Background: an optimization exercise with open tools, aiming at small area, a short achievable clock period and few clock cycles per item. Do not read the settings as production practice.
The RTL of this run was laid out without a check of its function.
Power and IR drop assume default switching activity.

==> design/flow/design.v <==
module  CONV(
	input				clk,
	input				rst_n,
	input 				mode,
	input       		in_valid,
	output reg			out_valid,
	output 		[13:0] 	AWADDR,
	output		 [7:0] 	AWLEN,
	output 				AWVALID,
	input 				AWREADY,
	output reg  [31:0]	WDATA,
	output 				WVALID,
	input 				WREADY,
	output 		[13:0] 	ARADDR,
	output 		 [7:0] 	ARLEN,
	output 				ARVALID,
	input 				ARREADY,
	input		[31:0] 	RDATA,
	input 				RVALID,
	output reg			RREADY
);
reg			mode_r;
wire [5:0]	dd = mode_r ? 6'd2 : 6'd1;
reg			ar_on;
reg  [5:0]	ar_y, ar_c;
reg  [1:0]	ar_e;		 
reg  [13:0]	ar_a;
wire		ar_v0n = (ar_y == 6'd0) || (mode_r && ar_y == 6'd1);
wire		ar_v2  = !((ar_y == 6'd63) || (mode_r && ar_y == 6'd62));
wire		ar_v3  = ar_y[0] && ((!ar_c[0] && ar_c != 6'd0) || ar_c == 6'd63);
wire [5:0]	ar_y1 = ar_y + 6'd1;
wire		ar_nv0n = (ar_y1 == 6'd0) || (mode_r && ar_y1 == 6'd1);
wire		ar_newcol = (ar_e == 2'd3) || (ar_e == 2'd2 && !ar_v3) || (ar_e == 2'd1 && !ar_v2 && !ar_v3);
reg  [5:0]	an_y, an_c;
reg  [1:0]	an_e;
reg			an_on;
always @(*) begin
	an_y = ar_y; an_c = ar_c; an_e = ar_e; an_on = ar_on;
	if (ar_newcol) begin
		if (ar_c == 6'd63) begin
			an_c = 6'd0;
			if (ar_y == 6'd63) an_on = 1'b0;
			else begin an_y = ar_y1; an_e = ar_nv0n ? 2'd1 : 2'd0; end
		end else begin
			an_c = ar_c + 6'd1;
			an_e = ar_v0n ? 2'd1 : 2'd0;
		end
	end else if (ar_e == 2'd0) an_e = 2'd1;
	else if (ar_e == 2'd1 && ar_v2) an_e = 2'd2;
	else an_e = 2'd3;
end
wire [5:0]	an_row = (an_e == 2'd0) ? an_y - dd : (an_e == 2'd2) ? an_y + dd : an_y;
wire [13:0]	an_a = (an_e == 2'd3) ? {4'b1000, an_y[5:1], an_c[0] ? 5'd31 : an_c[5:1] - 5'd1} : {2'b00, an_row, an_c};
assign ARADDR = ar_a;
assign ARLEN = 8'd0;
assign ARVALID = ar_on;
always @(posedge clk or negedge rst_n) begin
	if (!rst_n) begin
		ar_on <= 1'b0; ar_y <= 6'd0; ar_c <= 6'd0; ar_e <= 2'd1; ar_a <= 14'd0;
	end else if (in_valid) begin
		ar_on <= 1'b1; ar_y <= 6'd0; ar_c <= 6'd0; ar_e <= 2'd1; ar_a <= 14'd0;
	end else if (ar_on && ARREADY) begin
		ar_on <= an_on; ar_y <= an_y; ar_c <= an_c; ar_e <= an_e; ar_a <= an_a;
	end
end
reg			rs_on;
reg  [5:0]	rs_y, rs_c;
reg  [1:0]	rs_e;
wire		rs_v0n = (rs_y == 6'd0) || (mode_r && rs_y == 6'd1);
wire		rs_v2  = !((rs_y == 6'd63) || (mode_r && rs_y == 6'd62));
wire		rs_v3  = rs_y[0] && ((!rs_c[0] && rs_c != 6'd0) || rs_c == 6'd63);
wire [5:0]	rs_y1 = rs_y + 6'd1;
wire		rs_nv0n = (rs_y1 == 6'd0) || (mode_r && rs_y1 == 6'd1);
wire		rs_newcol = (rs_e == 2'd3) || (rs_e == 2'd2 && !rs_v3) || (rs_e == 2'd1 && !rs_v2 && !rs_v3);
wire		rs_colend = (rs_e == 2'd2) || (rs_e == 2'd1 && !rs_v2);
reg  [5:0]	rn_y, rn_c;
reg  [1:0]	rn_e;
reg			rn_on;
always @(*) begin
	rn_y = rs_y; rn_c = rs_c; rn_e = rs_e; rn_on = rs_on;
	if (rs_newcol) begin
		if (rs_c == 6'd63) begin
			rn_c = 6'd0;
			if (rs_y == 6'd63) rn_on = 1'b0;
			else begin rn_y = rs_y1; rn_e = rs_nv0n ? 2'd1 : 2'd0; end
		end else begin
			rn_c = rs_c + 6'd1;
			rn_e = rs_v0n ? 2'd1 : 2'd0;
		end
	end else if (rs_e == 2'd0) rn_e = 2'd1;
	else if (rs_e == 2'd1 && rs_v2) rn_e = 2'd2;
	else rn_e = 2'd3;
end
reg			c5f;		 
reg			f3, f4;		 
reg  [11:0]	p_n;		 
wire		p_oddeven = p_n[6] && !p_n[0];
reg			tmpf;		 
reg  [31:0]	tmp;
wire		p_tf = tmpf;
wire [31:0]	p_tmp = tmp;
reg  [287:0] win;		 
wire		r_acc = RVALID && RREADY;
wire		r_pix = r_acc && (rs_e != 2'd3);
always @(posedge clk or negedge rst_n) begin
	if (!rst_n) begin
		rs_on <= 1'b0; rs_y <= 6'd0; rs_c <= 6'd0; rs_e <= 2'd1;
	end else if (in_valid) begin
		rs_on <= 1'b1; rs_y <= 6'd0; rs_c <= 6'd0; rs_e <= 2'd1;
	end else if (r_acc) begin
		rs_on <= rn_on; rs_y <= rn_y; rs_c <= rn_c; rs_e <= rn_e;
	end
end
always @(posedge clk) begin
	if (r_acc && rs_e == 2'd3) tmp <= RDATA;
end
reg  [1:0]	pc;			 
reg  [1:0]	ph;			 
reg			act;		 
reg  [1:0]	j;			 
reg  [11:0]	e_n;		 
reg  [1:0]	rmask, cmask;	 
reg			v0, v1;
reg  [1:0]	j0, j1;
reg			f1, l1;		 
reg  [3:0]	n1;			 
reg  [35:0]	dgr;
reg  [26-1:0] ts, tc;
reg  [36:0]	as_, ac_;	 
reg			s3v;		 
reg  [31:0]	res;		 
reg			rv;			 
reg			wv, pm, wm, fin;
wire		can_push = !pm && (!wv || WREADY) && !(p_oddeven && !p_tf);
wire		frz = s3v && rv && !can_push;
wire [1:0]	pc_need = mode_r ? 2'd2 : 2'd1;
wire		pc_done = (pc == pc_need);
wire		col_rdy = mode_r ? c5f : f3;
wire		q_empty = !c5f && (mode_r || (!f3 && !f4));
wire		phantom = !rs_on && q_empty && (ph != pc_need) && pc_done;
wire		shift = !frz && (col_rdy || phantom) && (!act || j == 2'd0);
wire		start_out = shift && pc_done;
wire		mv3 = !mode_r && f4 && (!f3 || shift);
wire		mv4 = !mode_r && c5f && (!f4 || mv3);
wire		en3 = mode_r ? shift : mv3;
wire		en4 = mode_r ? shift : mv4;
wire [11:0]	e_n1 = e_n + 12'd1;
wire		push;
reg			c5f_n;
reg			tmpf_n;
always @(*) begin
	c5f_n = c5f;
	if (en4) c5f_n = 1'b0;
	else if (r_pix && rs_colend) c5f_n = 1'b1;
	tmpf_n = tmpf;
	if (push && p_oddeven) tmpf_n = 1'b0;
	if (r_acc && rs_e == 2'd3) tmpf_n = 1'b1;
end
wire		f4_n = mv4 ? 1'b1 : (mv3 ? 1'b0 : f4);
wire		act_n = frz ? act : (act ? ((j == 2'd0) ? start_out : 1'b1) : start_out);
wire [1:0]	j_n = frz ? j : (start_out ? 2'd3 : (act ? j - 2'd1 : j));
wire		rv_n = (!frz && s3v) ? 1'b1 : (push ? 1'b0 : rv);
wire		c5go_n = mode_r ? ((!act_n || j_n == 2'd0) && !rv_n) : !f4_n;
wire		c5free_n = !c5f_n || c5go_n;
wire		rr_n = rn_on && ((rn_e == 2'd3) ? !tmpf_n : c5free_n);
wire		rr_keep = rs_on && ((rs_e == 2'd3) ? !tmpf_n : c5free_n);
always @(posedge clk or negedge rst_n) begin
	if (!rst_n) begin
		c5f <= 1'b0; tmpf <= 1'b0; RREADY <= 1'b0; f3 <= 1'b0; f4 <= 1'b0;
	end else if (in_valid) begin
		c5f <= 1'b0; tmpf <= 1'b0; RREADY <= 1'b0; f3 <= 1'b0; f4 <= 1'b0;
	end else begin
		c5f <= c5f_n; tmpf <= tmpf_n;
		f3 <= mv3 ? 1'b1 : (shift ? 1'b0 : f3);
		f4 <= mv4 ? 1'b1 : (mv3 ? 1'b0 : f4);
		RREADY <= r_acc ? rr_n : rr_keep;
	end
end
always @(posedge clk) begin
	if (shift) win[143:0] <= win[191:48];
	if (en3) win[191:144] <= win[239:192];
	if (en4) win[239:192] <= win[287:240];
	if (r_pix && rs_e == 2'd0) win[255:240] <= RDATA[31:16];
	if (r_pix && rs_e == 2'd1) win[271:256] <= RDATA[31:16];
	if (r_pix && rs_e == 2'd2) win[287:272] <= RDATA[31:16];
end
always @(posedge clk or negedge rst_n) begin
	if (!rst_n) begin
		pc <= 2'd0; ph <= 2'd0; act <= 1'b0; j <= 2'd3; e_n <= 12'hfff;
		rmask <= 2'd0; cmask <= 2'd0; v0 <= 1'b0; v1 <= 1'b0; j0 <= 2'd0; j1 <= 2'd0;
	end else if (in_valid) begin
		pc <= 2'd0; ph <= 2'd0; act <= 1'b0; j <= 2'd3; e_n <= 12'hfff; v0 <= 1'b0; v1 <= 1'b0;
	end else if (!frz) begin
		if (shift && !pc_done) pc <= pc + 2'd1;
		if (shift && phantom) ph <= ph + 2'd1;
		v0 <= act; j0 <= j;
		v1 <= v0; j1 <= j0;
		f1 <= (j0 == 2'd3); l1 <= (j0 == 2'd0);
		n1 <= (j0 == 2'd3) ? 4'd5 : (j0 == 2'd2) ? 4'd5 : (j0 == 2'd1) ? 4'd5 : 4'd0;
		if (act) begin
			j <= j - 2'd1;
			if (j == 2'd0) act <= start_out;
		end else if (start_out) begin
			act <= 1'b1;
		end
		if (start_out) begin
			j <= 2'd3;
			e_n <= e_n1;
			rmask[0] <= (e_n1[11:6] == 6'd0) || (mode_r && e_n1[11:6] == 6'd1);
			rmask[1] <= (e_n1[11:6] == 6'd63) || (mode_r && e_n1[11:6] == 6'd62);
			cmask[0] <= (e_n1[5:0] == 6'd0) || (mode_r && e_n1[5:0] == 6'd1);
			cmask[1] <= (e_n1[5:0] == 6'd63) || (mode_r && e_n1[5:0] == 6'd62);
		end
	end
end
wire [15:0] p0 = win[16*(0*3+0) +: 16];
wire [15:0] p1 = mode_r ? win[16*(2*3+0) +: 16] : win[16*(1*3+0) +: 16];
wire [15:0] p2 = mode_r ? win[16*(4*3+0) +: 16] : win[16*(2*3+0) +: 16];
wire [15:0] p3 = win[16*(0*3+1) +: 16];
wire [15:0] p4 = mode_r ? win[16*(2*3+1) +: 16] : win[16*(1*3+1) +: 16];
wire [15:0] p5 = mode_r ? win[16*(4*3+1) +: 16] : win[16*(2*3+1) +: 16];
wire [15:0] p6 = win[16*(0*3+2) +: 16];
wire [15:0] p7 = mode_r ? win[16*(2*3+2) +: 16] : win[16*(1*3+2) +: 16];
wire [15:0] p8 = mode_r ? win[16*(4*3+2) +: 16] : win[16*(2*3+2) +: 16];
wire m0 = rmask[0] | cmask[0], m1 = rmask[0], m2 = rmask[0] | cmask[1];
wire m3 = cmask[0], m5 = cmask[1];
wire m6 = rmask[1] | cmask[0], m7 = rmask[1], m8 = rmask[1] | cmask[1];
function [3:0] dig;
	input [15:0] p;
	input [1:0] jj;
	input mm;
	begin
		case (jj)
			2'd3: dig = mm ? 4'b1000 : {~p[15], p[14:12]};
			2'd2: dig = mm ? 4'b0000 : p[11:8];
			2'd1: dig = mm ? 4'b0000 : p[7:4];
			default: dig = mm ? 4'b0000 : p[3:0];
		endcase
	end
endfunction
wire [3:0] dn0 = dig(p0, j, m0), dn1 = dig(p1, j, m1), dn2 = dig(p2, j, m2);
wire [3:0] dn3 = dig(p3, j, m3), dn4 = dig(p4, j, 1'b0), dn5 = dig(p5, j, m5);
wire [3:0] dn6 = dig(p6, j, m6), dn7 = dig(p7, j, m7), dn8 = dig(p8, j, m8);
wire s1 = ~dn0[3] ^ dn1[3];
wire c2 = ~dn0[3] & dn1[3];
wire s3 = ~dn0[0] ^ dn1[2];
wire c4 = ~dn0[0] & dn1[2];
wire s5 = ~dn0[2] ^ ~dn0[0];
wire c6 = ~dn0[2] & ~dn0[0];
wire s7 = ~dn0[3] ^ ~dn0[1];
wire c8 = ~dn0[3] & ~dn0[1];
wire s9 = ~dn0[2] ^ ~dn0[0];
wire c10 = ~dn0[2] & ~dn0[0];
wire s11 = ~dn0[3] ^ ~dn0[1] ^ ~dn1[3];
wire c12 = (~dn0[3] & ~dn0[1]) | (~dn0[3] & ~dn1[3]) | (~dn0[1] & ~dn1[3]);
wire s13 = ~dn1[1] ^ ~dn2[3];
wire c14 = ~dn1[1] & ~dn2[3];
wire s15 = ~dn0[1] ^ ~dn1[0];
wire c16 = ~dn0[1] & ~dn1[0];
wire s17 = ~dn0[2] ^ dn0[0] ^ ~dn1[1];
wire c18 = (~dn0[2] & dn0[0]) | (~dn0[2] & ~dn1[1]) | (dn0[0] & ~dn1[1]);
wire s19 = ~dn2[0] ^ ~dn3[3];
wire c20 = ~dn2[0] & ~dn3[3];
wire s21 = ~dn0[3] ^ dn0[1] ^ ~dn1[2];
wire c22 = (~dn0[3] & dn0[1]) | (~dn0[3] & ~dn1[2]) | (dn0[1] & ~dn1[2]);
wire s23 = ~dn2[1] ^ dn3[2] ^ dn4[3];
wire c24 = (~dn2[1] & dn3[2]) | (~dn2[1] & dn4[3]) | (dn3[2] & dn4[3]);
wire s25 = dn4[1] ^ dn5[3];
wire c26 = dn4[1] & dn5[3];
wire s27 = dn0[2] ^ ~dn1[3] ^ ~dn1[0];
wire c28 = (dn0[2] & ~dn1[3]) | (dn0[2] & ~dn1[0]) | (~dn1[3] & ~dn1[0]);
wire s29 = ~dn2[2] ^ dn3[3] ^ dn3[0];
wire c30 = (~dn2[2] & dn3[3]) | (~dn2[2] & dn3[0]) | (dn3[3] & dn3[0]);
wire s31 = dn4[2] ^ ~dn5[1] ^ dn6[3];
wire c32 = (dn4[2] & ~dn5[1]) | (dn4[2] & dn6[3]) | (~dn5[1] & dn6[3]);
wire s33 = dn0[3] ^ ~dn1[1] ^ ~dn2[3];
wire c34 = (dn0[3] & ~dn1[1]) | (dn0[3] & ~dn2[3]) | (~dn1[1] & ~dn2[3]);
wire s35 = ~dn2[0] ^ dn3[1] ^ dn4[3];
wire c36 = (~dn2[0] & dn3[1]) | (~dn2[0] & dn4[3]) | (dn3[1] & dn4[3]);
wire s37 = ~dn4[0] ^ ~dn5[2];
wire c38 = ~dn4[0] & ~dn5[2];
wire s39 = ~dn0[0] ^ ~dn1[2] ^ dn1[0];
wire c40 = (~dn0[0] & ~dn1[2]) | (~dn0[0] & dn1[0]) | (~dn1[2] & dn1[0]);
wire s41 = ~dn2[1] ^ dn3[2] ^ dn3[0];
wire c42 = (~dn2[1] & dn3[2]) | (~dn2[1] & dn3[0]) | (dn3[2] & dn3[0]);
wire s43 = ~dn4[1] ^ ~dn5[3] ^ dn5[0];
wire c44 = (~dn4[1] & ~dn5[3]) | (~dn4[1] & dn5[0]) | (~dn5[3] & dn5[0]);
wire s45 = ~dn0[1] ^ ~dn1[3] ^ dn1[1];
wire c46 = (~dn0[1] & ~dn1[3]) | (~dn0[1] & dn1[1]) | (~dn1[3] & dn1[1]);
wire s47 = ~dn2[2] ^ ~dn2[0] ^ dn3[3];
wire c48 = (~dn2[2] & ~dn2[0]) | (~dn2[2] & dn3[3]) | (~dn2[0] & dn3[3]);
wire s49 = dn3[1] ^ ~dn4[2] ^ ~dn4[0];
wire c50 = (dn3[1] & ~dn4[2]) | (dn3[1] & ~dn4[0]) | (~dn4[2] & ~dn4[0]);
wire s51 = dn5[1] ^ dn6[3];
wire c52 = dn5[1] & dn6[3];
wire s53 = ~dn0[2] ^ dn1[2] ^ dn1[0];
wire c54 = (~dn0[2] & dn1[2]) | (~dn0[2] & dn1[0]) | (dn1[2] & dn1[0]);
wire s55 = ~dn2[3] ^ ~dn2[1] ^ dn3[2];
wire c56 = (~dn2[3] & ~dn2[1]) | (~dn2[3] & dn3[2]) | (~dn2[1] & dn3[2]);
wire s57 = dn3[0] ^ ~dn4[3] ^ ~dn4[1];
wire c58 = (dn3[0] & ~dn4[3]) | (dn3[0] & ~dn4[1]) | (~dn4[3] & ~dn4[1]);
wire s59 = dn5[2] ^ dn5[0] ^ dn6[2];
wire c60 = (dn5[2] & dn5[0]) | (dn5[2] & dn6[2]) | (dn5[0] & dn6[2]);
wire s61 = s1 ^ dn1[1] ^ ~dn2[2];
wire c62 = (s1 & dn1[1]) | (s1 & ~dn2[2]) | (dn1[1] & ~dn2[2]);
wire s63 = dn3[3] ^ dn3[1] ^ ~dn4[2];
wire c64 = (dn3[3] & dn3[1]) | (dn3[3] & ~dn4[2]) | (dn3[1] & ~dn4[2]);
wire s65 = dn4[0] ^ dn5[3] ^ dn5[1];
wire c66 = (dn4[0] & dn5[3]) | (dn4[0] & dn5[1]) | (dn5[3] & dn5[1]);
wire s67 = dn6[3] ^ dn6[0] ^ ~dn7[0];
wire c68 = (dn6[3] & dn6[0]) | (dn6[3] & ~dn7[0]) | (dn6[0] & ~dn7[0]);
wire s69 = c2 ^ s3 ^ dn1[0];
wire c70 = (c2 & s3) | (c2 & dn1[0]) | (s3 & dn1[0]);
wire s71 = ~dn2[3] ^ dn3[2] ^ dn3[0];
wire c72 = (~dn2[3] & dn3[2]) | (~dn2[3] & dn3[0]) | (dn3[2] & dn3[0]);
wire s73 = ~dn4[3] ^ dn4[1] ^ dn5[2];
wire c74 = (~dn4[3] & dn4[1]) | (~dn4[3] & dn5[2]) | (dn4[1] & dn5[2]);
wire s75 = dn6[1] ^ ~dn7[1] ^ ~dn8[3];
wire c76 = (dn6[1] & ~dn7[1]) | (dn6[1] & ~dn8[3]) | (~dn7[1] & ~dn8[3]);
wire s77 = c4 ^ ~dn0[1] ^ dn1[3];
wire c78 = (c4 & ~dn0[1]) | (c4 & dn1[3]) | (~dn0[1] & dn1[3]);
wire s79 = dn1[1] ^ dn3[3] ^ dn3[1];
wire c80 = (dn1[1] & dn3[3]) | (dn1[1] & dn3[1]) | (dn3[3] & dn3[1]);
wire s81 = dn4[2] ^ dn5[3] ^ dn5[0];
wire c82 = (dn4[2] & dn5[3]) | (dn4[2] & dn5[0]) | (dn5[3] & dn5[0]);
wire s83 = dn6[2] ^ ~dn7[2];
wire c84 = dn6[2] & ~dn7[2];
wire s85 = s5 ^ dn1[2] ^ ~dn1[0];
wire c86 = (s5 & dn1[2]) | (s5 & ~dn1[0]) | (dn1[2] & ~dn1[0]);
wire s87 = ~dn2[0] ^ dn3[2] ^ dn4[3];
wire c88 = (~dn2[0] & dn3[2]) | (~dn2[0] & dn4[3]) | (dn3[2] & dn4[3]);
wire s89 = ~dn4[0] ^ dn5[1] ^ dn6[3];
wire c90 = (~dn4[0] & dn5[1]) | (~dn4[0] & dn6[3]) | (dn5[1] & dn6[3]);
wire s91 = dn6[0] ^ ~dn7[3] ^ ~dn8[2];
wire c92 = (dn6[0] & ~dn7[3]) | (dn6[0] & ~dn8[2]) | (~dn7[3] & ~dn8[2]);
wire s93 = c6 ^ s7 ^ dn1[3];
wire c94 = (c6 & s7) | (c6 & dn1[3]) | (s7 & dn1[3]);
wire s95 = ~dn1[1] ^ ~dn2[1] ^ dn3[3];
wire c96 = (~dn1[1] & ~dn2[1]) | (~dn1[1] & dn3[3]) | (~dn2[1] & dn3[3]);
wire s97 = ~dn3[0] ^ ~dn4[1] ^ dn5[2];
wire c98 = (~dn3[0] & ~dn4[1]) | (~dn3[0] & dn5[2]) | (~dn4[1] & dn5[2]);
wire s99 = dn5[0] ^ dn6[1] ^ ~dn8[3];
wire c100 = (dn5[0] & dn6[1]) | (dn5[0] & ~dn8[3]) | (dn6[1] & ~dn8[3]);
wire s101 = c8 ^ s9 ^ ~dn1[2];
wire c102 = (c8 & s9) | (c8 & ~dn1[2]) | (s9 & ~dn1[2]);
wire s103 = ~dn1[0] ^ ~dn2[2] ^ ~dn2[0];
wire c104 = (~dn1[0] & ~dn2[2]) | (~dn1[0] & ~dn2[0]) | (~dn2[2] & ~dn2[0]);
wire s105 = ~dn3[1] ^ ~dn4[2] ^ dn5[3];
wire c106 = (~dn3[1] & ~dn4[2]) | (~dn3[1] & dn5[3]) | (~dn4[2] & dn5[3]);
wire s107 = dn5[1] ^ dn6[2] ^ dn6[0];
wire c108 = (dn5[1] & dn6[2]) | (dn5[1] & dn6[0]) | (dn6[2] & dn6[0]);
wire s109 = c10 ^ s11 ^ s13;
wire c110 = (c10 & s11) | (c10 & s13) | (s11 & s13);
wire s111 = ~dn2[1] ^ ~dn3[2] ^ ~dn4[3];
wire c112 = (~dn2[1] & ~dn3[2]) | (~dn2[1] & ~dn4[3]) | (~dn3[2] & ~dn4[3]);
wire s113 = dn4[0] ^ dn5[2] ^ ~dn5[0];
wire c114 = (dn4[0] & dn5[2]) | (dn4[0] & ~dn5[0]) | (dn5[2] & ~dn5[0]);
wire s115 = dn6[3] ^ dn6[1] ^ dn7[0];
wire c116 = (dn6[3] & dn6[1]) | (dn6[3] & dn7[0]) | (dn6[1] & dn7[0]);
wire s117 = c12 ^ c14 ^ ~dn0[2];
wire c118 = (c12 & c14) | (c12 & ~dn0[2]) | (c14 & ~dn0[2]);
wire s119 = ~dn1[2] ^ ~dn2[2] ^ ~dn3[3];
wire c120 = (~dn1[2] & ~dn2[2]) | (~dn1[2] & ~dn3[3]) | (~dn2[2] & ~dn3[3]);
wire s121 = dn4[1] ^ dn5[3] ^ ~dn5[1];
wire c122 = (dn4[1] & dn5[3]) | (dn4[1] & ~dn5[1]) | (dn5[3] & ~dn5[1]);
wire s123 = ~dn0[3] ^ ~dn1[3];
wire c124 = ~dn0[3] & ~dn1[3];
wire [109:0] q1_n = {c124, s123, c122, c120, c118, s121, s119, s117, c116, c114, c112, c110, s115, s113, s111, s109, c108, c106, c104, c102, s107, s105, s103, s101, c100, c98, c96, c94, s99, s97, s95, s93, c92, c90, c88, c86, s91, s89, s87, s85, c84, c82, c80, c78, s83, s81, s79, s77, c76, c74, c72, c70, s75, s73, s71, s69, c68, c66, c64, c62, s67, s65, s63, s61, c60, c58, c56, c54, s59, s57, s55, s53, c52, c50, c48, c46, s51, s49, s47, s45, c44, c42, c40, s43, s41, s39, c38, c36, c34, s37, s35, s33, c32, c30, c28, s31, s29, s27, c26, c24, c22, s25, s23, s21, c20, c18, s19, s17, c16, s15};
reg  [110-1:0] q1;
always @(posedge clk) begin
	if (!frz && act) begin
		dgr <= {dn8, dn7, dn6, dn5, dn4, dn3, dn2, dn1, dn0};
		q1 <= q1_n;
	end
end
wire [3:0] dg0 = dgr[3:0], dg1 = dgr[7:4], dg2 = dgr[11:8];
wire [3:0] dg3 = dgr[15:12], dg4 = dgr[19:16], dg5 = dgr[23:20];
wire [3:0] dg6 = dgr[27:24], dg7 = dgr[31:28], dg8 = dgr[35:32];
wire s125 = ~dg0[1] ^ dg1[1] ^ dg2[0];
wire c126 = (~dg0[1] & dg1[1]) | (~dg0[1] & dg2[0]) | (dg1[1] & dg2[0]);
wire s127 = ~dg0[2] ^ dg1[2] ^ dg2[1];
wire c128 = (~dg0[2] & dg1[2]) | (~dg0[2] & dg2[1]) | (dg1[2] & dg2[1]);
wire s129 = ~dg3[0] ^ ~dg5[3] ^ ~dg5[1];
wire c130 = (~dg3[0] & ~dg5[3]) | (~dg3[0] & ~dg5[1]) | (~dg5[3] & ~dg5[1]);
wire s131 = ~dg0[3] ^ ~dg0[0] ^ dg1[3];
wire c132 = (~dg0[3] & ~dg0[0]) | (~dg0[3] & dg1[3]) | (~dg0[0] & dg1[3]);
wire s133 = dg2[2] ^ ~dg3[1] ^ dg4[0];
wire c134 = (dg2[2] & ~dg3[1]) | (dg2[2] & dg4[0]) | (~dg3[1] & dg4[0]);
wire s135 = ~dg5[2] ^ dg5[0];
wire c136 = ~dg5[2] & dg5[0];
wire s137 = q1[0] ^ dg2[3] ^ ~dg3[2];
wire c138 = (q1[0] & dg2[3]) | (q1[0] & ~dg3[2]) | (dg2[3] & ~dg3[2]);
wire s139 = dg3[0] ^ dg4[1] ^ ~dg5[3];
wire c140 = (dg3[0] & dg4[1]) | (dg3[0] & ~dg5[3]) | (dg4[1] & ~dg5[3]);
wire s141 = dg5[1] ^ dg6[0] ^ dg8[3];
wire c142 = (dg5[1] & dg6[0]) | (dg5[1] & dg8[3]) | (dg6[0] & dg8[3]);
wire s143 = q1[1] ^ q1[2] ^ q1[3];
wire c144 = (q1[1] & q1[2]) | (q1[1] & q1[3]) | (q1[2] & q1[3]);
wire s145 = dg3[1] ^ dg4[2] ^ dg4[0];
wire c146 = (dg3[1] & dg4[2]) | (dg3[1] & dg4[0]) | (dg4[2] & dg4[0]);
wire s147 = dg5[2] ^ dg6[1] ^ ~dg7[0];
wire c148 = (dg5[2] & dg6[1]) | (dg5[2] & ~dg7[0]) | (dg6[1] & ~dg7[0]);
wire s149 = q1[4] ^ q1[5] ^ q1[6];
wire c150 = (q1[4] & q1[5]) | (q1[4] & q1[6]) | (q1[5] & q1[6]);
wire s151 = q1[7] ^ q1[8] ^ ~dg5[0];
wire c152 = (q1[7] & q1[8]) | (q1[7] & ~dg5[0]) | (q1[8] & ~dg5[0]);
wire s153 = dg6[2] ^ ~dg7[1] ^ dg8[0];
wire c154 = (dg6[2] & ~dg7[1]) | (dg6[2] & dg8[0]) | (~dg7[1] & dg8[0]);
wire s155 = q1[9] ^ q1[10] ^ q1[11];
wire c156 = (q1[9] & q1[10]) | (q1[9] & q1[11]) | (q1[10] & q1[11]);
wire s157 = q1[12] ^ q1[13] ^ q1[14];
wire c158 = (q1[12] & q1[13]) | (q1[12] & q1[14]) | (q1[13] & q1[14]);
wire s159 = dg6[0] ^ ~dg7[2] ^ dg8[1];
wire c160 = (dg6[0] & ~dg7[2]) | (dg6[0] & dg8[1]) | (~dg7[2] & dg8[1]);
wire s161 = q1[15] ^ q1[16] ^ q1[17];
wire c162 = (q1[15] & q1[16]) | (q1[15] & q1[17]) | (q1[16] & q1[17]);
wire s163 = q1[18] ^ q1[19] ^ q1[20];
wire c164 = (q1[18] & q1[19]) | (q1[18] & q1[20]) | (q1[19] & q1[20]);
wire s165 = dg6[1] ^ ~dg7[3] ^ dg8[2];
wire c166 = (dg6[1] & ~dg7[3]) | (dg6[1] & dg8[2]) | (~dg7[3] & dg8[2]);
wire s167 = q1[21] ^ q1[22] ^ q1[23];
wire c168 = (q1[21] & q1[22]) | (q1[21] & q1[23]) | (q1[22] & q1[23]);
wire s169 = q1[24] ^ q1[25] ^ q1[26];
wire c170 = (q1[24] & q1[25]) | (q1[24] & q1[26]) | (q1[25] & q1[26]);
wire s171 = dg6[2] ^ dg6[0] ^ dg8[3];
wire c172 = (dg6[2] & dg6[0]) | (dg6[2] & dg8[3]) | (dg6[0] & dg8[3]);
wire s173 = q1[27] ^ q1[28] ^ q1[29];
wire c174 = (q1[27] & q1[28]) | (q1[27] & q1[29]) | (q1[28] & q1[29]);
wire s175 = q1[30] ^ q1[31] ^ q1[32];
wire c176 = (q1[30] & q1[31]) | (q1[30] & q1[32]) | (q1[31] & q1[32]);
wire s177 = q1[33] ^ dg6[1] ^ ~dg8[0];
wire c178 = (q1[33] & dg6[1]) | (q1[33] & ~dg8[0]) | (dg6[1] & ~dg8[0]);
wire s179 = q1[34] ^ q1[35] ^ q1[36];
wire c180 = (q1[34] & q1[35]) | (q1[34] & q1[36]) | (q1[35] & q1[36]);
wire s181 = q1[37] ^ q1[38] ^ q1[39];
wire c182 = (q1[37] & q1[38]) | (q1[37] & q1[39]) | (q1[38] & q1[39]);
wire s183 = q1[40] ^ q1[41] ^ ~dg8[1];
wire c184 = (q1[40] & q1[41]) | (q1[40] & ~dg8[1]) | (q1[41] & ~dg8[1]);
wire s185 = q1[42] ^ q1[43] ^ q1[44];
wire c186 = (q1[42] & q1[43]) | (q1[42] & q1[44]) | (q1[43] & q1[44]);
wire s187 = q1[45] ^ q1[46] ^ q1[47];
wire c188 = (q1[45] & q1[46]) | (q1[45] & q1[47]) | (q1[46] & q1[47]);
wire s189 = q1[48] ^ q1[49] ^ ~dg8[2];
wire c190 = (q1[48] & q1[49]) | (q1[48] & ~dg8[2]) | (q1[49] & ~dg8[2]);
wire s191 = q1[50] ^ q1[51] ^ q1[52];
wire c192 = (q1[50] & q1[51]) | (q1[50] & q1[52]) | (q1[51] & q1[52]);
wire s193 = q1[53] ^ q1[54] ^ q1[55];
wire c194 = (q1[53] & q1[54]) | (q1[53] & q1[55]) | (q1[54] & q1[55]);
wire s195 = q1[56] ^ q1[57] ^ ~dg8[0];
wire c196 = (q1[56] & q1[57]) | (q1[56] & ~dg8[0]) | (q1[57] & ~dg8[0]);
wire s197 = q1[58] ^ q1[59] ^ q1[60];
wire c198 = (q1[58] & q1[59]) | (q1[58] & q1[60]) | (q1[59] & q1[60]);
wire s199 = q1[61] ^ q1[62] ^ q1[63];
wire c200 = (q1[61] & q1[62]) | (q1[61] & q1[63]) | (q1[62] & q1[63]);
wire s201 = q1[64] ^ q1[65] ^ ~dg8[1];
wire c202 = (q1[64] & q1[65]) | (q1[64] & ~dg8[1]) | (q1[65] & ~dg8[1]);
wire s203 = q1[66] ^ q1[67] ^ q1[68];
wire c204 = (q1[66] & q1[67]) | (q1[66] & q1[68]) | (q1[67] & q1[68]);
wire s205 = q1[69] ^ q1[70] ^ q1[71];
wire c206 = (q1[69] & q1[70]) | (q1[69] & q1[71]) | (q1[70] & q1[71]);
wire s207 = q1[72] ^ q1[73] ^ ~dg8[0];
wire c208 = (q1[72] & q1[73]) | (q1[72] & ~dg8[0]) | (q1[73] & ~dg8[0]);
wire s209 = q1[74] ^ q1[75] ^ q1[76];
wire c210 = (q1[74] & q1[75]) | (q1[74] & q1[76]) | (q1[75] & q1[76]);
wire s211 = q1[77] ^ q1[78] ^ q1[79];
wire c212 = (q1[77] & q1[78]) | (q1[77] & q1[79]) | (q1[78] & q1[79]);
wire s213 = q1[80] ^ q1[81] ^ ~dg8[1];
wire c214 = (q1[80] & q1[81]) | (q1[80] & ~dg8[1]) | (q1[81] & ~dg8[1]);
wire s215 = q1[82] ^ q1[83] ^ q1[84];
wire c216 = (q1[82] & q1[83]) | (q1[82] & q1[84]) | (q1[83] & q1[84]);
wire s217 = q1[85] ^ q1[86] ^ q1[87];
wire c218 = (q1[85] & q1[86]) | (q1[85] & q1[87]) | (q1[86] & q1[87]);
wire s219 = q1[88] ^ q1[89] ^ ~dg8[2];
wire c220 = (q1[88] & q1[89]) | (q1[88] & ~dg8[2]) | (q1[89] & ~dg8[2]);
wire s221 = q1[90] ^ q1[91] ^ q1[92];
wire c222 = (q1[90] & q1[91]) | (q1[90] & q1[92]) | (q1[91] & q1[92]);
wire s223 = q1[93] ^ q1[94] ^ q1[95];
wire c224 = (q1[93] & q1[94]) | (q1[93] & q1[95]) | (q1[94] & q1[95]);
wire s225 = q1[96] ^ q1[97] ^ ~dg8[3];
wire c226 = (q1[96] & q1[97]) | (q1[96] & ~dg8[3]) | (q1[97] & ~dg8[3]);
wire s227 = q1[98] ^ q1[99] ^ q1[100];
wire c228 = (q1[98] & q1[99]) | (q1[98] & q1[100]) | (q1[99] & q1[100]);
wire s229 = q1[101] ^ q1[102] ^ q1[103];
wire c230 = (q1[101] & q1[102]) | (q1[101] & q1[103]) | (q1[102] & q1[103]);
wire s231 = q1[104] ^ dg6[2] ^ dg7[1];
wire c232 = (q1[104] & dg6[2]) | (q1[104] & dg7[1]) | (dg6[2] & dg7[1]);
wire s233 = q1[105] ^ q1[106] ^ q1[107];
wire c234 = (q1[105] & q1[106]) | (q1[105] & q1[107]) | (q1[106] & q1[107]);
wire s235 = q1[108] ^ ~dg2[3] ^ dg4[2];
wire c236 = (q1[108] & ~dg2[3]) | (q1[108] & dg4[2]) | (~dg2[3] & dg4[2]);
wire s237 = ~dg5[2] ^ dg6[3] ^ dg7[2];
wire c238 = (~dg5[2] & dg6[3]) | (~dg5[2] & dg7[2]) | (dg6[3] & dg7[2]);
wire s239 = q1[109] ^ dg4[3];
wire c240 = q1[109] & dg4[3];
wire s241 = ~dg0[0] ^ dg1[0];
wire c242 = ~dg0[0] & dg1[0];
wire s243 = s125 ^ ~dg5[2] ^ ~dg5[0];
wire c244 = (s125 & ~dg5[2]) | (s125 & ~dg5[0]) | (~dg5[2] & ~dg5[0]);
wire s245 = ~dg6[2] ^ dg8[2];
wire c246 = ~dg6[2] & dg8[2];
wire s247 = c126 ^ s127 ^ s129;
wire c248 = (c126 & s127) | (c126 & s129) | (s127 & s129);
wire s249 = ~dg6[3] ^ dg8[3] ^ dg8[1];
wire c250 = (~dg6[3] & dg8[3]) | (~dg6[3] & dg8[1]) | (dg8[3] & dg8[1]);
wire s251 = c128 ^ c130 ^ s131;
wire c252 = (c128 & c130) | (c128 & s131) | (c130 & s131);
wire s253 = s133 ^ s135 ^ dg8[2];
wire c254 = (s133 & s135) | (s133 & dg8[2]) | (s135 & dg8[2]);
wire s255 = c132 ^ c134 ^ c136;
wire c256 = (c132 & c134) | (c132 & c136) | (c134 & c136);
wire s257 = s137 ^ s139 ^ s141;
wire c258 = (s137 & s139) | (s137 & s141) | (s139 & s141);
wire s259 = c138 ^ c140 ^ c142;
wire c260 = (c138 & c140) | (c138 & c142) | (c140 & c142);
wire s261 = s143 ^ s145 ^ s147;
wire c262 = (s143 & s145) | (s143 & s147) | (s145 & s147);
wire s263 = c144 ^ c146 ^ c148;
wire c264 = (c144 & c146) | (c144 & c148) | (c146 & c148);
wire s265 = s149 ^ s151 ^ s153;
wire c266 = (s149 & s151) | (s149 & s153) | (s151 & s153);
wire s267 = c150 ^ c152 ^ c154;
wire c268 = (c150 & c152) | (c150 & c154) | (c152 & c154);
wire s269 = s155 ^ s157 ^ s159;
wire c270 = (s155 & s157) | (s155 & s159) | (s157 & s159);
wire s271 = c156 ^ c158 ^ c160;
wire c272 = (c156 & c158) | (c156 & c160) | (c158 & c160);
wire s273 = s161 ^ s163 ^ s165;
wire c274 = (s161 & s163) | (s161 & s165) | (s163 & s165);
wire s275 = c162 ^ c164 ^ c166;
wire c276 = (c162 & c164) | (c162 & c166) | (c164 & c166);
wire s277 = s167 ^ s169 ^ s171;
wire c278 = (s167 & s169) | (s167 & s171) | (s169 & s171);
wire s279 = c168 ^ c170 ^ c172;
wire c280 = (c168 & c170) | (c168 & c172) | (c170 & c172);
wire s281 = s173 ^ s175 ^ s177;
wire c282 = (s173 & s175) | (s173 & s177) | (s175 & s177);
wire s283 = c174 ^ c176 ^ c178;
wire c284 = (c174 & c176) | (c174 & c178) | (c176 & c178);
wire s285 = s179 ^ s181 ^ s183;
wire c286 = (s179 & s181) | (s179 & s183) | (s181 & s183);
wire s287 = c180 ^ c182 ^ c184;
wire c288 = (c180 & c182) | (c180 & c184) | (c182 & c184);
wire s289 = s185 ^ s187 ^ s189;
wire c290 = (s185 & s187) | (s185 & s189) | (s187 & s189);
wire s291 = c186 ^ c188 ^ c190;
wire c292 = (c186 & c188) | (c186 & c190) | (c188 & c190);
wire s293 = s191 ^ s193 ^ s195;
wire c294 = (s191 & s193) | (s191 & s195) | (s193 & s195);
wire s295 = c192 ^ c194 ^ c196;
wire c296 = (c192 & c194) | (c192 & c196) | (c194 & c196);
wire s297 = s197 ^ s199 ^ s201;
wire c298 = (s197 & s199) | (s197 & s201) | (s199 & s201);
wire s299 = c198 ^ c200 ^ c202;
wire c300 = (c198 & c200) | (c198 & c202) | (c200 & c202);
wire s301 = s203 ^ s205 ^ s207;
wire c302 = (s203 & s205) | (s203 & s207) | (s205 & s207);
wire s303 = c204 ^ c206 ^ c208;
wire c304 = (c204 & c206) | (c204 & c208) | (c206 & c208);
wire s305 = s209 ^ s211 ^ s213;
wire c306 = (s209 & s211) | (s209 & s213) | (s211 & s213);
wire s307 = c210 ^ c212 ^ c214;
wire c308 = (c210 & c212) | (c210 & c214) | (c212 & c214);
wire s309 = s215 ^ s217 ^ s219;
wire c310 = (s215 & s217) | (s215 & s219) | (s217 & s219);
wire s311 = c216 ^ c218 ^ c220;
wire c312 = (c216 & c218) | (c216 & c220) | (c218 & c220);
wire s313 = s221 ^ s223 ^ s225;
wire c314 = (s221 & s223) | (s221 & s225) | (s223 & s225);
wire s315 = c222 ^ c224 ^ c226;
wire c316 = (c222 & c224) | (c222 & c226) | (c224 & c226);
wire s317 = s227 ^ s229 ^ s231;
wire c318 = (s227 & s229) | (s227 & s231) | (s229 & s231);
wire s319 = c228 ^ c230 ^ c232;
wire c320 = (c228 & c230) | (c228 & c232) | (c230 & c232);
wire s321 = s233 ^ s235 ^ s237;
wire c322 = (s233 & s235) | (s233 & s237) | (s235 & s237);
wire s323 = c234 ^ c236 ^ c238;
wire c324 = (c234 & c236) | (c234 & c238) | (c236 & c238);
wire s325 = s239 ^ ~dg5[3] ^ dg7[3];
wire c326 = (s239 & ~dg5[3]) | (s239 & dg7[3]) | (~dg5[3] & dg7[3]);
wire s327 = s241 ^ ~dg5[1];
wire c328 = s241 & ~dg5[1];
wire s329 = c242 ^ s243 ^ s245;
wire c330 = (c242 & s243) | (c242 & s245) | (s243 & s245);
wire s331 = c244 ^ c246 ^ s247;
wire c332 = (c244 & c246) | (c244 & s247) | (c246 & s247);
wire s333 = c248 ^ c250 ^ s251;
wire c334 = (c248 & c250) | (c248 & s251) | (c250 & s251);
wire s335 = c252 ^ c254 ^ s255;
wire c336 = (c252 & c254) | (c252 & s255) | (c254 & s255);
wire s337 = c256 ^ c258 ^ s259;
wire c338 = (c256 & c258) | (c256 & s259) | (c258 & s259);
wire s339 = c260 ^ c262 ^ s263;
wire c340 = (c260 & c262) | (c260 & s263) | (c262 & s263);
wire s341 = c264 ^ c266 ^ s267;
wire c342 = (c264 & c266) | (c264 & s267) | (c266 & s267);
wire s343 = c268 ^ c270 ^ s271;
wire c344 = (c268 & c270) | (c268 & s271) | (c270 & s271);
wire s345 = c272 ^ c274 ^ s275;
wire c346 = (c272 & c274) | (c272 & s275) | (c274 & s275);
wire s347 = c276 ^ c278 ^ s279;
wire c348 = (c276 & c278) | (c276 & s279) | (c278 & s279);
wire s349 = c280 ^ c282 ^ s283;
wire c350 = (c280 & c282) | (c280 & s283) | (c282 & s283);
wire s351 = c284 ^ c286 ^ s287;
wire c352 = (c284 & c286) | (c284 & s287) | (c286 & s287);
wire s353 = c288 ^ c290 ^ s291;
wire c354 = (c288 & c290) | (c288 & s291) | (c290 & s291);
wire s355 = c292 ^ c294 ^ s295;
wire c356 = (c292 & c294) | (c292 & s295) | (c294 & s295);
wire s357 = c296 ^ c298 ^ s299;
wire c358 = (c296 & c298) | (c296 & s299) | (c298 & s299);
wire s359 = c300 ^ c302 ^ s303;
wire c360 = (c300 & c302) | (c300 & s303) | (c302 & s303);
wire s361 = c304 ^ c306 ^ s307;
wire c362 = (c304 & c306) | (c304 & s307) | (c306 & s307);
wire s363 = c308 ^ c310 ^ s311;
wire c364 = (c308 & c310) | (c308 & s311) | (c310 & s311);
wire s365 = c312 ^ c314 ^ s315;
wire c366 = (c312 & c314) | (c312 & s315) | (c314 & s315);
wire s367 = c316 ^ c318 ^ s319;
wire c368 = (c316 & c318) | (c316 & s319) | (c318 & s319);
wire s369 = c320 ^ c322 ^ s323;
wire c370 = (c320 & c322) | (c320 & s323) | (c322 & s323);
wire s371 = c324 ^ c326;
wire c372 = c324 & c326;
wire s373 = ~dg5[0] ^ ~dg6[0];
wire c374 = ~dg5[0] & ~dg6[0];
wire s375 = s327 ^ ~dg6[1] ^ dg8[1];
wire c376 = (s327 & ~dg6[1]) | (s327 & dg8[1]) | (~dg6[1] & dg8[1]);
wire s377 = c328 ^ s329 ^ dg8[0];
wire c378 = (c328 & s329) | (c328 & dg8[0]) | (s329 & dg8[0]);
wire s379 = c330 ^ s331 ^ s249;
wire c380 = (c330 & s331) | (c330 & s249) | (s331 & s249);
wire s381 = c332 ^ s333 ^ s253;
wire c382 = (c332 & s333) | (c332 & s253) | (s333 & s253);
wire s383 = c334 ^ s335 ^ s257;
wire c384 = (c334 & s335) | (c334 & s257) | (s335 & s257);
wire s385 = c336 ^ s337 ^ s261;
wire c386 = (c336 & s337) | (c336 & s261) | (s337 & s261);
wire s387 = c338 ^ s339 ^ s265;
wire c388 = (c338 & s339) | (c338 & s265) | (s339 & s265);
wire s389 = c340 ^ s341 ^ s269;
wire c390 = (c340 & s341) | (c340 & s269) | (s341 & s269);
wire s391 = c342 ^ s343 ^ s273;
wire c392 = (c342 & s343) | (c342 & s273) | (s343 & s273);
wire s393 = c344 ^ s345 ^ s277;
wire c394 = (c344 & s345) | (c344 & s277) | (s345 & s277);
wire s395 = c346 ^ s347 ^ s281;
wire c396 = (c346 & s347) | (c346 & s281) | (s347 & s281);
wire s397 = c348 ^ s349 ^ s285;
wire c398 = (c348 & s349) | (c348 & s285) | (s349 & s285);
wire s399 = c350 ^ s351 ^ s289;
wire c400 = (c350 & s351) | (c350 & s289) | (s351 & s289);
wire s401 = c352 ^ s353 ^ s293;
wire c402 = (c352 & s353) | (c352 & s293) | (s353 & s293);
wire s403 = c354 ^ s355 ^ s297;
wire c404 = (c354 & s355) | (c354 & s297) | (s355 & s297);
wire s405 = c356 ^ s357 ^ s301;
wire c406 = (c356 & s357) | (c356 & s301) | (s357 & s301);
wire s407 = c358 ^ s359 ^ s305;
wire c408 = (c358 & s359) | (c358 & s305) | (s359 & s305);
wire s409 = c360 ^ s361 ^ s309;
wire c410 = (c360 & s361) | (c360 & s309) | (s361 & s309);
wire s411 = c362 ^ s363 ^ s313;
wire c412 = (c362 & s363) | (c362 & s313) | (s363 & s313);
wire s413 = c364 ^ s365 ^ s317;
wire c414 = (c364 & s365) | (c364 & s317) | (s365 & s317);
wire s415 = c366 ^ s367 ^ s321;
wire c416 = (c366 & s367) | (c366 & s321) | (s367 & s321);
wire s417 = c368 ^ s369 ^ s325;
wire c418 = (c368 & s369) | (c368 & s325) | (s369 & s325);
wire s419 = c370 ^ s371 ^ c240;
wire c420 = (c370 & s371) | (c370 & c240) | (s371 & c240);
wire [25:0] tree_s = {1'b0, c420, c418, c416, c414, c412, c410, c408, c406, c404, c402, c400, c398, c396, c394, c392, c390, c388, c386, c384, c382, c380, c378, c376, c374, s373};
wire [25:0] tree_c = {1'b0, c372, s419, s417, s415, s413, s411, s409, s407, s405, s403, s401, s399, s397, s395, s393, s391, s389, s387, s385, s383, s381, s379, s377, s375, dg8[0]};
always @(posedge clk) begin
	if (!frz && v0) begin ts <= tree_s; tc <= tree_c; end
end
wire [36:0]	b_s = {f1 ? 33'd384326 : as_[32:0], n1};
wire [36:0]	b_c = f1 ? 37'd0 : {ac_[32:0], 4'b0000};
wire [36:0]	e_s = {{(37-26){1'b0}}, ts};
wire [36:0]	e_c = {{(37-26){1'b0}}, tc};
wire [36:0]	x1 = b_s ^ b_c ^ e_s;
wire [36:0]	k1 = {(b_s[35:0] & b_c[35:0]) | (b_s[35:0] & e_s[35:0]) | (b_c[35:0] & e_s[35:0]), 1'b0};
wire [36:0]	x2 = x1 ^ k1 ^ e_c;
wire [36:0]	k2 = {(x1[35:0] & k1[35:0]) | (x1[35:0] & e_c[35:0]) | (k1[35:0] & e_c[35:0]), 1'b0};
always @(posedge clk) begin
	if (!frz && v1) begin as_ <= x2; ac_ <= k2; end
end
wire [36:0]	sum = as_ + ac_;
always @(posedge clk) begin
	if (!frz && s3v) res <= sum[36] ? 32'd0 : sum[31:0];
end
always @(posedge clk or negedge rst_n) begin
	if (!rst_n) s3v <= 1'b0;
	else if (in_valid) s3v <= 1'b0;
	else if (!frz) s3v <= v1 && l1;
end
reg  [31:0]	mx;
wire [31:0]	relu = res;
assign		push = rv && can_push;
wire [31:0]	other = p_n[0] ? mx : p_tmp;
wire [31:0]	cmpv = (other > res) ? other : res;
wire [31:0]	mx_new = (p_n[0] || p_n[6]) ? cmpv : relu;
always @(posedge clk or negedge rst_n) begin
	if (!rst_n) rv <= 1'b0;
	else if (in_valid) rv <= 1'b0;
	else if (!frz && s3v) rv <= 1'b1;
	else if (push) rv <= 1'b0;
end
always @(posedge clk) begin
	if (push) begin
		WDATA <= relu;
		mx <= mx_new;
	end else if (wv && WREADY && pm) WDATA <= mx;
end
always @(posedge clk or negedge rst_n) begin
	if (!rst_n) begin
		wv <= 1'b0; pm <= 1'b0; wm <= 1'b0; fin <= 1'b0; p_n <= 12'd0; out_valid <= 1'b0;
	end else begin
		out_valid <= wv && WREADY && wm && fin;
		if (in_valid) begin
			wv <= 1'b0; pm <= 1'b0; wm <= 1'b0; fin <= 1'b0; p_n <= 12'd0;
		end else if (push) begin
			wv <= 1'b1; wm <= 1'b0; pm <= p_n[0]; p_n <= p_n + 12'd1;
			if (p_n == 12'd4095) fin <= 1'b1;
		end else if (wv && WREADY) begin
			if (pm) begin pm <= 1'b0; wm <= 1'b1; end
			else wv <= 1'b0;
		end
	end
end
assign WVALID = wv;
reg			aw_on, aw_l1;
reg  [11:0]	aw_n;
reg  [13:0]	aw_a;
assign AWVALID = aw_on;
assign AWLEN = 8'd0;
assign AWADDR = aw_a;
wire [11:0]	aw_n1 = aw_n + 12'd1;
always @(posedge clk or negedge rst_n) begin
	if (!rst_n) begin
		aw_on <= 1'b0; aw_l1 <= 1'b0; aw_n <= 12'd0; aw_a <= 14'd0;
	end else if (in_valid) begin
		aw_on <= 1'b1; aw_l1 <= 1'b0; aw_n <= 12'd0; aw_a <= 14'h1000;
	end else if (aw_on && AWREADY) begin
		if (!aw_l1 && aw_n[0]) begin
			aw_l1 <= 1'b1;
			aw_a <= {4'b1000, aw_n[11:7], aw_n[5:1]};
		end else begin
			aw_l1 <= 1'b0;
			aw_n <= aw_n1;
			aw_a <= {2'b01, aw_n1};
			if (aw_n == 12'd4095) aw_on <= 1'b0;
		end
	end
end
always @(posedge clk or negedge rst_n) begin
	if (!rst_n) mode_r <= 1'b0;
	else if (in_valid) mode_r <= mode;
end
endmodule
==> design/flow/run.sh <==
#!/bin/bash
# synth_recipe.tcl (not shown) runs the flow's synth.tcl, then flattens the netlist and writes it again
# the make line also repeats each setting of config.mk as NAME=value (left out here)
make -C /OpenROAD-flow-scripts/flow DESIGN_CONFIG=/design/flow/config.mk WORK_HOME=/design/flow/orfs CLKGATE_MAP_FILE= SYNTH_SCRIPT=/design/flow/synth_recipe.tcl finish
==> design/flow/config.mk <==
export PLATFORM = sky130hd
export DESIGN_NAME = CONV
export DESIGN_NICKNAME = CONV
export VERILOG_FILES = /design/flow/design.v
export SDC_FILE = /design/flow/constraint.sdc
export NUM_CORES = 4
export LEC_CHECK = 0
export CAP_MARGIN = 20
export CORE_MARGIN = 2
export CORE_UTILIZATION = 40
export SETUP_SLACK_MARGIN = 4.6
export SLEW_MARGIN = 20
==> design/flow/constraint.sdc <==
create_clock -name core_clock -period 8.0 [get_ports {clk}]
set_input_delay 1.6000 -clock core_clock [delete_from_list [all_inputs] [get_ports {clk}]]
set_output_delay 1.6000 -clock core_clock [all_outputs]
set_load 0.01 [all_outputs]
==> impl_metrics.env <==
export IMPL_hp_class="reg2reg"
export IMPL_clockBufferDepth=3
export IMPL_path_class="reg2reg"
export IMPL_wl_met3_um=4711
export IMPL_p_leak_nw=18.31
export IMPL_finalSetupViolations=0
export IMPL_cts_buffers=87
export IMPL_fp_dieW_um=322.6
export IMPL_cts_tree="built"
export IMPL_coreArea_um2=100400
export IMPL_grt_usage_pct=17.69
export IMPL_switchingPower_mw=2.764
export IMPL_drt_iter0_markers=1773
export IMPL_layout_drive_gt1_share_pct=12.08
export IMPL_antenna_found_initial=7
export IMPL_max_freq_ghz=0.2958
export IMPL_p_clk_share_pct=38.6
export IMPL_syn_inst=3047
export IMPL_period_needed_ps=3381
export IMPL_crit_family="simple AND/OR/NAND/NOR gates"
export IMPL_grt_overflow=0
export IMPL_setup_tns_ps=0
export IMPL_yosys_warnings=1
export IMPL_ys_ff_latch=808
export IMPL_cp_max_fo=10
export IMPL_ys_types=81
export IMPL_syn_avg_cell_area_um2=13.33
export IMPL_die_area_um2=104100
export IMPL_synth_edf_count=686
export IMPL_cpPeakStageDelay_ps=420
export IMPL_r2r_slack_ps=4620
export IMPL_met2_length_um=45030
export IMPL_pwr_share_comb_pct=14.4
export IMPL_vias=23308
export IMPL_worst_ir_drop_vdd_mv=0.1820
export IMPL_cp_num_buf_inv=5
export IMPL_clock_latency_ps=650
export IMPL_finalHoldViolCount=0
export IMPL_maxCapViolCount=0
export IMPL_placed_cells=4435
export IMPL_clk_pin_slew_ps=60
export IMPL_die_y_um=322.6
export IMPL_end_kind="flip-flop"
export IMPL_cp_required_ps=8390
export IMPL_status="no timing/DRC/antenna violations"
export IMPL_rsz0062_at_grt="true"
export IMPL_wl_met1_um=40190
export IMPL_h_tree_depth=3
export IMPL_internal_power_mw=7.922
export IMPL_numPortBuffers=103
export IMPL_syn_area_um2=40610
export IMPL_period_share_pct=42.26
export IMPL_worstSetupStartpointType="flip-flop"
export IMPL_vias_per_cell=5.037
export IMPL_dr_pass1_iters=6
export IMPL_power_density_nw_per_um2=227.9
export IMPL_final_cells=4627
export IMPL_place_gp_congestion=0.8276
export IMPL_synth_ff_type="edfxtp_1"
export IMPL_tightest_slew_ps=1010
export IMPL_rows=116
export IMPL_async_flop_share_pct=15.10
export IMPL_cts_root_buf="clkbuf_16"
export IMPL_syn_to_final_growth_pct=15.48
export IMPL_p_seq_share_pct=47.0
export IMPL_final_cell_mix="686 x edfxtp_1, 452 x inv_1, 234 x fa_1, 182 x nand2_1, 144 x ha_1"
export IMPL_crit_arrival_ps=3770
export IMPL_drc=0
export IMPL_top_layer="met5"
export IMPL_start_util_pct=40.44
export IMPL_cts_sinks=808
export IMPL_grt_pass1_wl_um=139400
export IMPL_grt_pass1_vias=23555
export IMPL_dp_hpwl_um=63960
export IMPL_ios=121
export IMPL_slowest_stage="dfrtp_2"
export IMPL_relSlewSlack_pct=32.49
export IMPL_swShare_pct=25.86
export IMPL_grt_max_degree=145
export IMPL_cp_cell_sequence="buf_12, buf_8, buf_4, mux2_2, ha_1, nand4_1, nor2_2, nand4_1, or3_4, o22ai_4, buf_12, clkbuf_16, mux2_2"
export IMPL_final_common_cell="edfxtp_1"
export IMPL_ant_nets=0
export IMPL_wl_per_cell_um=20.00
export IMPL_fin_nets=3626
export IMPL_slew_violations=0
export IMPL_finClkSkew_ps=21.90
export IMPL_routed_wl_um=92540
export IMPL_yosysSeqAreaShare_pct=58.29
export IMPL_cts_hold_buf=0
==> cells in the mapped netlist, types with 18 or more instances <==
cell type / number / area, um2
a21o_1: 33 / 247.7
a21oi_1: 92 / 460.4
a222oi_1: 32 / 320.3
a31oi_1: 19 / 118.9
and2_1: 22 / 137.6
buf_4: 18 / 135.1
clkbuf_1: 83 / 311.6
dfrtp_1: 106 / 2653
edfxtp_1: 686 / 20600
fa_1: 235 / 4705
ha_1: 149 / 1864
inv_1: 461 / 1730
mux2_2: 71 / 799.5
mux2i_1: 28 / 280.3
nand2_1: 186 / 698.2
nand2b_1: 55 / 344.1
nand3_1: 45 / 225.2
nand4_1: 29 / 181.4
nor2_1: 148 / 555.5
nor2b_1: 38 / 237.7
nor3_1: 43 / 215.2
o21ai_0: 138 / 690.7
xnor2_1: 40 / 350.3
xor2_1: 32 / 280.3
==> path summary, 6_finish.rpt <==
| kind | from | endpoint | cells after the start |
|---|---|---|---|
| setup / recovery | p_n[0] | mx[8] | 13 |
| hold / removal | win[177] | win[129] | 0 |
| setup reg to reg | p_n[0] | mx[8] | 13 |
| hold reg to reg | win[177] | win[129] | 0 |
| max in group asynchronous | rst_n | ar_y[0] | 2 |
| min in group asynchronous | rst_n | ar_a[4] | 1 |
==> what timing repair did <==
action                     CTS  global route
gates cloned                 5             4
setup endpoints to repair  559           524
setup buffers               11            15
gates resized for setup     55            51
pin swaps                    3             7
==> layout make-up <==
class | count | area (um2)
tap | 1357 | 1698
clock inverter | 48 | 530.5
multi-input combinational | 1675 | 15070
inverter | 463 | 1775
timing repair inverter | 1 | 7.507
clock buffer | 108 | 2371
timing repair buffer | 166 | 1768
sequential | 808 | 23680
fill | 8958 | 53540
antenna | 1 | 2.502
==> power groups by stage <==
| stage | Combinational [mW] | Clock, mW | Sequential (mW) |
|---|---|---|---|
| 3_5_place_dp | 1.51 | 0 | 5.12 |
| 4_1_cts | 1.55 | 4.22 | 5.02 |
| 3_3_place_gp | 1.47 | 0 | 5.11 |
| 6_report | 1.54 | 4.12 | 5.02 |
| 2_1_floorplan | 0.913 | 0 | 5.06 |
| 5_1_grt | 1.74 | 4.36 | 5.04 |
==> cell families (layout without fill, tap and decap cells) <==
| logic type | Yosys count | after routing | share of synthesized area [%] |
|---|---|---|---|
| muxes | 112 | 112 | 3.380 |
| other | 1 | 18 | 0.009234 |
| AOI/OAI and AO/OA | 451 | 454 | 7.382 |
| adders and majority gates | 385 | 385 | 16.20 |
| DFF | 808 | 808 | 58.29 |
| and+or+nand+nor | 635 | 635 | 7.597 |
| buffers and inverters | 583 | 786 | 5.592 |
| xor gates and xnor gates | 72 | 72 | 1.553 |
==> registers in the layout (all words and copies together) (netlist names), 6 cells and up <==
signal,cells
ar_c,6
p_n,12
rs_y,6
e_s,25
tmp,32
win,288
ar_y,6
WDATA,32
e_c,25
ac_,36
e_n,12
aw_a,14
q1,109
dgr,35
aw_n,12
ar_a,13
as_,37
mx,32
rs_c,6
res,32
==> metal layers <==
metal | GRT usage [%] | vias up
li1 | - | 10909
met1 | 23.70 | 11706
met2 | 29.28 | 522
met3 | 3.315 | 159
met4 | 5.385 | 12
met5 | 0 | -
==> stage by stage <==
step / hold WS, ps / total power, mW / setup slack [ps] / util, % / cell area, um2
floorplan: 400.3 / 5.976 / 2203 / - / 40750
global placement: 401.1 / 6.585 / 2957 / 43.04 / 43220
detailed placement: 404.5 / 6.628 / 2928 / 43.04 / 43220
CTS: 415.1 / 10.80 / 4452 / 46.31 / 46510
global route: 419.1 / 11.14 / 4533 / 46.69 / 46900
finish: 415.1 / 10.69 / 4619 / 46.70 / 46900

-- separate check: timing with driven ports --
No port has a modelled driver above. Below, the same layout with a new extraction and two added sets of constraints.
Step 1 (the two cells are an assumption about what drives the block):
set clk [get_ports {clk}]
set_driving_cell -lib_cell sky130_fd_sc_hd__clkbuf_16 $clk
set_driving_cell -lib_cell sky130_fd_sc_hd__buf_2 [delete_from_list [all_inputs] $clk]
Step 2 times the ports against the registers' clock, not the clock port: input delays grow and output delays shrink by t, the midpoint of the rising clock arrivals with the driver on.
Three values: ideal, step 1, step 2; two values: the first two.
t (ns): 0.701
slack for setup (ns): 4.619 / 4.619 / 4.064
cell pins on the clock port's net: 1
After both steps setup and hold are still met in this run. For this run, drivers alone change the setup slack by 0.000 ns; drivers and shift together by -0.555 ns.
